Background: an optimization exercise with open tools, aiming at small area, a short achievable clock period and few clock cycles per item. Do not read the settings as production practice.
No run shown here included a check of the RTL's function; only the layout flow was run.

==> flow/design.v, too long to show whole: its modules and the start of the top module <==
// module mult_benc: 8 lines
// module mult_enc: 6 lines
// module mult_xn2: 3 lines
// module mult_nor2: 3 lines
// module mult_ao: 3 lines
// module mult_fa: 4 lines
// module mult_fx: 6 lines
// module mult_x2: 3 lines
// module mult_mj: 3 lines
// module mult_ha: 4 lines
// module mult_pc_nnnnt: 6 lines
// module mult_pc_nnttn: 6 lines
// module mult_pc_ttnnt: 6 lines
// module mult_pc_ttttn: 6 lines
// module mult: 1212 lines
module mult(
  input  reset,
  input  clk,
  input  [31:0] a_in,
  input  [31:0] b_in,
  input  start,
  output logic [63:0] product,
  output logic done);
  // ...
==> flow/flow/run.sh <==
#!/bin/bash
set -euo pipefail
export BUFFER_PORTS_ARGS="-buffer_cell sky130_fd_sc_hd__buf_2"
bash standard.sh > standard_flow.log 2>&1
==> flow/standard.sh <==
#!/bin/bash
# synth_recipe.tcl (not shown) runs the flow's synth.tcl, then flattens the netlist and writes it again
# the make line also repeats each setting of config.mk as NAME=value (left out here)
make -C /OpenROAD-flow-scripts/flow DESIGN_CONFIG=/design/flow/config.mk WORK_HOME=/design/flow/orfs CLKGATE_MAP_FILE= SYNTH_SCRIPT=/design/flow/synth_recipe.tcl "${@:-finish}"
==> flow/config.mk <==
export PLATFORM = sky130hd
export DESIGN_NAME = mult
export DESIGN_NICKNAME = mult
export VERILOG_FILES = /design/flow/design.v
export SDC_FILE = /design/flow/constraint.sdc
export NUM_CORES = 4
export LEC_CHECK = 0
export CAP_MARGIN = 20
export CORE_MARGIN = 2
export CORE_UTILIZATION = 60
export GPL_TIMING_DRIVEN = 0
export PLACE_DENSITY = 0.75
export SETUP_SLACK_MARGIN = 0.1
export SLEW_MARGIN = 20
export SYNTH_HIERARCHICAL = 1
==> flow/constraint.sdc <==
create_clock -name core_clock -period 3.5 [get_ports {clk}]
set_input_delay 0.7000 -clock core_clock [delete_from_list [all_inputs] [get_ports {clk}]]
set_output_delay 0.7000 -clock core_clock [all_outputs]
set_load 0.01 [all_outputs]
==> results.json, run 1 <==
{
  "highest_clock_rate_mhz": 292,
  "timing.critical_path.required_ns": 2.80,
  "highest-signal-layer": "met4",
  "max-slew-margin-rel_pct": 60.2,
  "insertion_delay_ns": 0.44,
  "wl_met1_um": 18800,
  "max_slew.worst_pin.slew_ns": 0.597,
  "cp_common_cell": "sky130_fd_sc_hd__a21oi_4",
  "ff_latch_area_sq_um": 3260,
  "worstSetupStartpointType": "register",
  "multi_input_area_sq_um": 13700,
  "reg2reg_depth": 8,
  "crit_path_max_incr_delay_ns": 0.36,
  "clockNetworkAreaShare_pct": 2.98,
  "nClkBuffers": 18,
  "cts_htree_levels": 4,
  "root_buffer": "sky130_fd_sc_hd__clkbuf_16",
  "status": "complete, no violations",
  "initial_utilization_pct": 61.1,
  "grt-ovfl-total": 0,
  "crit_arrival_ns": 2.72,
  "seq_area_share_pct": 16.3,
  "post_route_cells_drive_above_1_share_pct": 28.7,
  "rr_startpoint": "eneg[5]",
  "via_count": 14300
}
==> inputs of run 2 (changes only) <==
--- a/flow/design.v
+++ b/flow/design.v
@@ -7,16 +7,19 @@
   mult_ao u_a3 (.s(s), .x(x2), .e(en), .y(neg));
 endmodule
 module mult_enc(input x2, input x1, input x0, output one, output two);
   logic t;
   mult_x2 u_one (.a(x1), .b(x0), .y(one));
   mult_xn2 u_t (.a(x2), .b(x1), .y(t));
   mult_nor2 u_two (.a(one), .b(t), .y(two));
 endmodule
+module mult_and2(input a, input b, output y);
+  assign y = a & b;
+endmodule
 module mult_xn2(input a, input b, output y);
   assign y = ~(a ^ b);
 endmodule
 module mult_nor2(input a, input b, output y);
   assign y = ~(a | b);
 endmodule
 module mult_ao(input s, input x, input e, output y);
   assign y = e | (s & x);
@@ -172,17 +175,19 @@
   assign pp4[32:17] = (({1'b0, a_in[31:17]} & {16{one4[1]}}) | ({a_in[31:16]} & {16{two4[1]}})) ^ {16{neg4[1]}};
   assign pp5[16:0]  = (({a_in[16:0]} & {17{one5[0]}}) | ({a_in[15:0], 1'b0} & {17{two5[0]}})) ^ {17{neg5[0]}};
   assign pp5[32:17] = (({1'b0, a_in[31:17]} & {16{one5[1]}}) | ({a_in[31:16]} & {16{two5[1]}})) ^ {16{neg5[1]}};
   logic [63:0] sh_s, sh_c, init_s;
   assign sh_s = {s_reg[51:0], 12'b0};
   assign sh_c = {c_reg[51:0], 12'b0};
   assign init_s = 64'h0000005555555600;
   logic [63:0] c_init;
-  assign c_init = {24'b0, a_in & {32{b_in[31]}}, 8'b0};
+  logic b31s;
+  mult_and2 u_b31 (.a(start), .b(b_in[31]), .y(b31s));
+  assign c_init = {24'b0, a_in & {32{b31s}}, 8'b0};
   assign accs = start ? init_s : sh_s;
   assign accc = start ? c_init : sh_c;
   logic t1, t2;
   logic t3, t4;
   logic t5, t6;
   logic t7, t8;
   logic t9, t10;
   logic t11, t12;
==> results.json, run 2 <==
{
  "rr_startpoint": "eone[4]",
  "port_buffers": 131,
  "drt_drc_violations_left": 0,
  "root_buffer": "sky130_fd_sc_hd__clkbuf_16",
  "detail-route-antenna-nets": 0,
  "ff_latch_area_sq_um": 3260,
  "hpwlAfterDp_um": 38100,
  "cts_htree_levels": 4,
  "hold_class": "primary input to async pin",
  "fin_ws_ns": 0.0329,
  "slew_viols_final": 0,
  "layout.cells.most_common_list": "sky130_fd_sc_hd__xnor2_1 (229), sky130_fd_sc_hd__xor2_1 (190), sky130_fd_sc_hd__a22oi_1 (183)",
  "finalHoldViolCount": 0,
  "cts_made_buffers": 17,
  "initial_utilization_pct": 61.1,
  "worst_r2r_endpoint": "c_reg[21]",
  "worstSetupStartpointType": "register",
  "final_min_period_over_clock_period_pct": 99.1,
  "cp_common_cell": "sky130_fd_sc_hd__a21oi_4",
  "grt_setup_unrepaired": "true",
  "cts-hold-fix-buffers": 0,
  "wire_per_inst_um": 21.2,
  "ys.warnings.count": 7,
  "final_net_count": 2287,
  "grt_antenna_before_repair": 0,
  "fillCellCount": 2122,
  "clock_tree_from_tritoncts": "done",
  "detail_route.first_pass.iterations": 5,
  "crit_arrival_ns": 2.77,
  "final_common_cell": "sky130_fd_sc_hd__xnor2_1",
  "rrSetupSlack_ns": 0.22,
  "post_route_cells_drive_above_1_share_pct": 29.2,
  "max_slew.worst_pin.slew_ns": 0.662,
  "boundaryPins": 132,
  "tmin_final_ns": 3.47,
  "drtIter0Drc": 1190,
  "number_of_sinks_on_the_clock_net": 160,
  "multi_input_area_sq_um": 13800,
  "reg2reg_depth": 8,
  "grt-ovfl-total": 0,
  "core-area_sq_um": 27900,
  "worst_setup_hold_path_clk_slew_ns": 0.09,
  "highest_clock_rate_mhz": 288,
  "die_width_um": 172,
  "insertion_delay_ns": 0.45,
  "crit_chain": "ha_4 > a21oi_4 > o21ai_4 > a21oi_4 > o21ai_4 > buf_12 > a21oi_4 > buf_12 > inv_2 > a21o_1 > xor2_1 > buf_2",
  "syn-num-nets": 2108,
  "grt_pass1_wl_um": 77600,
  "path_buf_inv": 4,
  "via_count": 14300,
  "std_cell_rows": 61,
  "timing.critical_path.required_ns": 2.80,
  "dieArea_sq_um": 29700,
  "drt_wl_total_um": 50800,
  "place_congestion": 0.984,
  "critical-path-top-delay-family": "compound AO/OA/AOI/OAI gates",
  "worstSetupEndpointType": "output pin",
  "synth_cells": 1824,
  "all_layer_global_routing_usage_pct": 34.4,
  "number_of_buffers_between_clock_root_and_the_deepest_sink": 2,
  "cpMaxStageDelayCell": "sky130_fd_sc_hd__dfxtp_4",
  "worst_clock_skew_ns": 0.0232,
  "syn_to_final_growth_pct": 18.5,
  "timing.max_cap.violations": 0,
  "synth.cell_area_sq_um": 17000,
  "largest_register_ff_count": 64,
  "grt_max_degree": 33,
  "post_synth.cell_area_avg_sq_um": 9.34,
  "worst-setup-path-type": "register to output pin",
  "final_hold_slack_ns": 0.0234,
  "timing.final.setup_violations": 0,
  "final_util_pct": 72.4,
  "max-slew-margin-rel_pct": 55.9,
  "status": "complete, no violations",
  "path_max_fanout": 8,
  "vias_per_cell": 5.97,
  "crit_path_max_incr_delay_ns": 0.36,
  "dp_worst_setup_slack_ns": -1.18,
  "first_global_vias": 14500,
  "floorplan.die.height_um": 172
}
-- run 2: repair_timing --
item / 4_1_cts / 5_1_grt
gates cloned: 2 / 1
endpoints found under the hold margin: 0 / 0
pin swaps: 32 / 28
endpoints found under the setup margin: 112 / 86
buffers inserted: 27 / 11
gates resized for setup: 141 / 144
-- run 2: through the flow --
| step | std cells | TNS, ns | instance area, sq um |
|---|---|---|---|
| 3_3_place_gp | 2333 | -78.89 | 18200 |
| 6_report | 2395 | 0 | 20200 |
| 3_5_place_dp | 2333 | -81.00 | 18200 |
| 4_1_cts | 2388 | 0 | 19700 |
| 5_1_grt | 2394 | -0.0259 | 20200 |
| 2_1_floorplan | 1824 | 0 | 17100 |
-- run 2: routing by layer --
| layer | track usage, % | part of all wire, % |
|---|---|---|
| met5 | 0 | 0 |
| met4 | 22.1 | 7.1 |
| met3 | 4.83 | 6.0 |
| met2 | 59.9 | 49 |
| met1 | 39.7 | 38 |
-- run 2: worst max-delay path by stage --
stage,from,to,depth (start not counted)
after floorplan,a_in[7],s_reg[20],8
after global placement,start,s_reg[17],9
after detailed placement,start,c_reg[21],9
after CTS,s_reg[1],product[36],12
after global routing,s_reg[4],product[36],12
final,s_reg[3],product[36],12
-- run 2: cell type report --
type	count	share of cell area (%)
buffer	107	2.97
clock buffer	18	2.18
multi-input combinational	1455	68.3
sequential	160	16.1
timing repair buffer	169	5.41
clock inverter	14	0.806
antenna	1	0.0124
tap	378	2.34
inverter	93	1.83

==> what the ideal ports hide <==
The results above use ideal ports. As a check the final layouts listed here were re-extracted and re-timed, cells and wires unchanged. Step 1, drivers: a clkbuf_16 drives clk and a buf_2 each remaining input, both assumed. Step 2 moves the port delays by t, midway between the first and last clock arrival at a register: inputs arrive t later, outputs are due t later. That takes back most of the time a late clock gives input paths. Slacks: no drivers / after step 1 / after step 2; pairs: no drivers / after step 1.
run | shift t [ns] | setup slack, ns | hold WS [ns] | latest minus earliest clock arrival (ns)
run 1 | 0.485 | 0.078 / 0.024 / -0.352 | 0.051 / 0.017 / 0.430 | 0.021 / 0.022
run 2 | 0.488 | 0.033 / -0.017 / -0.302 | 0.023 / -0.004 / 0.433 | 0.024 / 0.024
With both steps, setup timing fails in run 1 and run 2, where it was met with ideal ports. The setup slack of run 1, which loses most, moves by -0.054 ns with the drivers and by -0.430 ns with both steps.
